This design comes from an exercise in tuning for small area on the open sky130 flow, not from production work.
Function was checked by simulation only, so behaviour that the tests miss may differ from the original.
The flow treats the clock pin as an ideal source. Dropping or thinning the clock tree relies on that and would not hold on a real chip.
Power and IR drop assume default switching activity.

== north ==
==> flow/design.v <==
module PWM_Generator_Verilog (
  input  wire       clk,
  input  wire       rst_n,
  input  wire [2:0] level,    
  output reg        clk_out
);
  localparam [255:0] DONE = 256'b1111111111111111111111111111111111111111111111111111111100001111000011110000101100001011000000110000001100000001000000010000000011111111111111111111111111111110111111101111110011111100111101001111010011110000111100000000000000000000000000000000000000000000;
  reg [14:0] s;
  reg [5:0]  q;
  wire det  = s[0] & ~s[1] & ~s[3] & ~s[4] & ~s[5] & ~s[6] & s[7] & ~s[8] & ~s[9] & ~s[10] & ~s[11] & s[12] & s[13];
  wire done = (clk_out | q[5]) & DONE[{clk_out, q[2:0], det, level}];
  wire clr  = det | done;
  always @(posedge clk or negedge rst_n) begin
    if (!rst_n) begin
      s <= 15'd0;
      q <= 6'd0;
      clk_out <= 1'b1;
    end else begin
      s <= clr ? 15'd0 : {~s[13:0], ~(s[14] ^ s[7])};
      q <= done ? 6'd0 : q + {5'd0, det};
      if (done) clk_out <= ~clk_out;
    end
  end
endmodule
module robot_arm_controller (
  input         CLOCK_50,
  input         RESET_N,
  input  [3:0]  KEY,
  output [35:0] GPIO_0
);
  localparam [12:0] FR = 13'b0000111011111;
  reg [12:0] a;
  reg [4:0]  b1;
  reg [2:0]  b2;
  wire adet = a[1] & a[2] & a[3] & ~a[4] & a[5] & a[6] & a[7] & ~a[8] & ~a[9] & ~a[11];
  wire bw   = b1[4] & b1[3];    
  always @(posedge CLOCK_50 or negedge RESET_N) begin
    if (!RESET_N) begin
      a  <= FR;
      b1 <= 5'd0;
      b2 <= 3'd0;
    end else begin
      a <= {a[11:0], ~(a[12] ^ a[2]) ^ adet};
      if (adet) begin
        b1 <= bw ? 5'd0 : b1 + 5'd1;
        if (bw) b2 <= b2 + 3'd1;
      end
    end
  end
  localparam [31:0] LT10 = 32'b00000000000000000000001111111111;
  localparam [31:0] LT11 = 32'b00000000000000000000011111111111;
  localparam [31:0] LT12 = 32'b00000000000000000000111111111111;
  localparam [31:0] LT13 = 32'b00000000000000000001111111111111;
  localparam [31:0] LT14 = 32'b00000000000000000011111111111111;
  localparam [31:0] LT15 = 32'b00000000000000000111111111111111;
  localparam [31:0] LT16 = 32'b00000000000000001111111111111111;
  localparam [31:0] LT17 = 32'b00000000000000011111111111111111;
  localparam [31:0] LT18 = 32'b00000000000000111111111111111111;
  localparam [31:0] LT19 = 32'b00000000000001111111111111111111;
  localparam [31:0] LT20 = 32'b00000000000011111111111111111111;
  wire sb0 = (b2 == 3'd0);
  assign GPIO_0[0] = sb0 & LT20[b1];
  assign GPIO_0[1] = sb0 & LT19[b1];
  assign GPIO_0[2] = sb0 & LT18[b1];
  assign GPIO_0[3] = sb0 & LT17[b1];
  assign GPIO_0[4] = sb0 & LT16[b1];
  assign GPIO_0[5] = sb0 & LT15[b1];
  assign GPIO_0[6] = sb0 & LT14[b1];
  assign GPIO_0[7] = sb0 & LT13[b1];
  assign GPIO_0[8] = sb0 & LT12[b1];
  assign GPIO_0[9] = sb0 & LT11[b1];
  assign GPIO_0[10] = sb0 & LT10[b1];
  assign GPIO_0[11] = sb0;
  assign GPIO_0[12] = 1'b0;
  assign GPIO_0[14] = 1'b0;
  assign GPIO_0[35:16] = 20'd0;
  localparam [7:0] IS5 = 8'b01000000;
  localparam [7:0] IS1 = 8'b00000001;
  localparam [23:0] INC = {3'd0, 3'd6, 3'd0, 3'd0, 3'd2, 3'd6, 3'd3, 3'd1};
  localparam [23:0] DEC = {3'd0, 3'd2, 3'd0, 3'd0, 3'd1, 3'd3, 3'd0, 3'd0};
  reg [3:0] kp;
  always @(posedge CLOCK_50) kp <= KEY;
  wire [3:0] pr = ~KEY & kp;
  reg [2:0] lk, lg;
  wire inc_k = pr[0] & ~IS5[lk];
  wire dec_k = pr[1] & ~IS1[lk];
  wire inc_g = pr[2] & ~IS5[lg];
  wire dec_g = pr[3] & ~IS1[lg];
  always @(posedge CLOCK_50) begin
    if (!RESET_N) begin
      lk <= 3'd3;
      lg <= 3'd3;
    end else if (inc_k) lk <= INC[lk*3 +: 3];
    else if (dec_k) lk <= DEC[lk*3 +: 3];
    else if (inc_g) lg <= INC[lg*3 +: 3];
    else if (dec_g) lg <= DEC[lg*3 +: 3];
  end
  PWM_Generator_Verilog gen_key  (.clk(CLOCK_50), .rst_n(RESET_N), .level(lk), .clk_out(GPIO_0[13]));
  PWM_Generator_Verilog gen_grip (.clk(CLOCK_50), .rst_n(RESET_N), .level(lg), .clk_out(GPIO_0[15]));
endmodule
clock: 10.0 ns
lec_check: 0
cap_margin: 20
core_margin: 2
core_utilization: 40
slew_margin: 20
standard.sh (not shown) runs the stock make flow with config.mk's settings and CLKGATE_MAP_FILE= SYNTH_SCRIPT=/design/flow/synth_recipe.tcl, a recipe that flattens the netlist after the stock synthesis.
==> flow/flow/run.sh <==
#!/bin/bash
# Own layout flow: the standard flow (standard.sh) with
#  - synthesis by flow/mysynth.tcl: the standard synthesis script with an
#    area-oriented abc script (flow/area.abc) and without Yosys's extract_fa;
#    registers are those of the standard synthesis, which also runs here
#    (refsyn/) so that flow/regnames.py can give every register the
#    standard synthesis's instance name;
#  - port buffers of the smallest buffer cell (buf_1);
#  - a hand-built clock tree (flow/manual_cts.tcl): four clkbuf_8, each
#    driving the registers of one quarter of the placement;
#  - no splitting of the constant-0 driver (one tie cell for the 0 outputs).
set -euo pipefail
W=$(pwd)
R=orfs/results/sky130hd/robot_arm_controller/base
export MY_ABC_SCRIPT=$W/flow/area.abc
export BUFFER_PORTS_ARGS="-buffer_cell sky130_fd_sc_hd__buf_1"
export PRE_CTS_TCL=$W/flow/manual_cts.tcl
export MANUAL_CTS_GROUPS=4
export MANUAL_CTS_BUF=sky130_fd_sc_hd__clkbuf_8
export MANUAL_CTS_PORT=CLOCK_50
export SKIP_REPAIR_TIE_FANOUT=1
bash standard.sh WORK_HOME=$W/refsyn synth > $W/refsyn.log 2>&1
bash standard.sh SYNTH_SCRIPT=$W/flow/mysynth.tcl synth > $W/synth.log 2>&1
python3 flow/regnames.py refsyn/results/sky130hd/robot_arm_controller/base/1_2_yosys.v $R/1_2_yosys.v $W/renamed.v > $W/regnames.log 2>&1
mv $W/renamed.v $R/1_2_yosys.v
rm -f $R/1_synth.odb $R/1_synth.sdc
bash standard.sh SYNTH_SCRIPT=$W/flow/mysynth.tcl finish > $W/layout.log 2>&1
Other scripts of this flow, unchanged in this note and not shown: flow/flow/area.abc, flow/flow/manual_cts.tcl, flow/flow/mysynth.tcl, flow/flow/regnames.py
diff inputs: north => south
--- a/flow/design.v
+++ b/flow/design.v
@@ -1,25 +1,24 @@
 module PWM_Generator_Verilog (
   input  wire       clk,
   input  wire       rst_n,
   input  wire [2:0] level,    
-  output reg        clk_out
+  output wire       clk_out
 );
   localparam [255:0] DONE = 256'b1111111111111111111111111111111111111111111111111111111100001111000011110000101100001011000000110000001100000001000000010000000011111111111111111111111111111110111111101111110011111100111101001111010011110000111100000000000000000000000000000000000000000000;
   reg [14:0] s;
   reg [5:0]  q;
   wire det  = s[0] & ~s[1] & ~s[3] & ~s[4] & ~s[5] & ~s[6] & s[7] & ~s[8] & ~s[9] & ~s[10] & ~s[11] & s[12] & s[13];
-  wire done = (clk_out | q[5]) & DONE[{clk_out, q[2:0], det, level}];
+  wire done = q[5] & DONE[{q[4], q[2:0], det, level}];
   wire clr  = det | done;
+  assign clk_out = q[5] & q[4];
   always @(posedge clk or negedge rst_n) begin
     if (!rst_n) begin
       s <= 15'd0;
-      q <= 6'd0;
-      clk_out <= 1'b1;
+      q <= 6'd56;
     end else begin
       s <= clr ? 15'd0 : {~s[13:0], ~(s[14] ^ s[7])};
-      q <= done ? 6'd0 : q + {5'd0, det};
-      if (done) clk_out <= ~clk_out;
+      q <= done ? {{3{~q[4]}}, 3'd0} : q + {5'd0, det};
     end
   end
 endmodule
 module robot_arm_controller (
Findings:
Going from north to south, mean cell area of the mapped netlist saw an increase, power after layout went down by 0.013 mW, instance count after placement with tap cells included dropped 3.6%, minimum period implied by the final worst setup slack increased 29 ps.
The buffering stage count on the worst path with inverters included in south sits 1 above the value recorded for north.
Sort south and north by power consumed by the clock network, descending, and north comes first.
Of the two values seen for capturing element of the worst setup path, GPIO_0[9] was produced by south and GPIO_0[3] by north.
Of south and north, the run reporting the higher met3 capacity usage during global routing was south.
Cell count: south lower than north
As far as remaining number of nets flagged by the antenna check after routing goes, south and north are indistinguishable; the numbers are identical.
south against north: global-route usage now smaller; average via count per standard cell now smaller; sequential share of layout area comparable.
No run of this note takes its clock network from TritonCTS; it comes from the design's own scripts or RTL.

separate check: timing with driven ports:
The flow's constraints put no driver on any port. The routed layouts listed below were extracted and timed again, unchanged, in two steps.
Step 1: set_driving_cell puts a clkbuf_16 on CLOCK_50 and a buf_2 on each other input, an assumption about the parent block.
Step 2, shift: input delay + t, output delay - t, t = (earliest + latest rising clock arrival at the registers) / 2. This alone moves slack from input paths to output paths.
a / b / c = ideal ports / drivers / drivers and shift; a / b = the first two.
run	t (ns)	setup WS [ns]	worst setup path after step 2	clock arrival spread, ns	cell pins on the clock port's net
north	0.221	6.445 / 6.387 / 6.508	input to register	0.009 / 0.009	4
south	0.213	6.417 / 6.360 / 6.573	register to output	0.007 / 0.007	4
After both steps setup and hold are still met in every run listed.
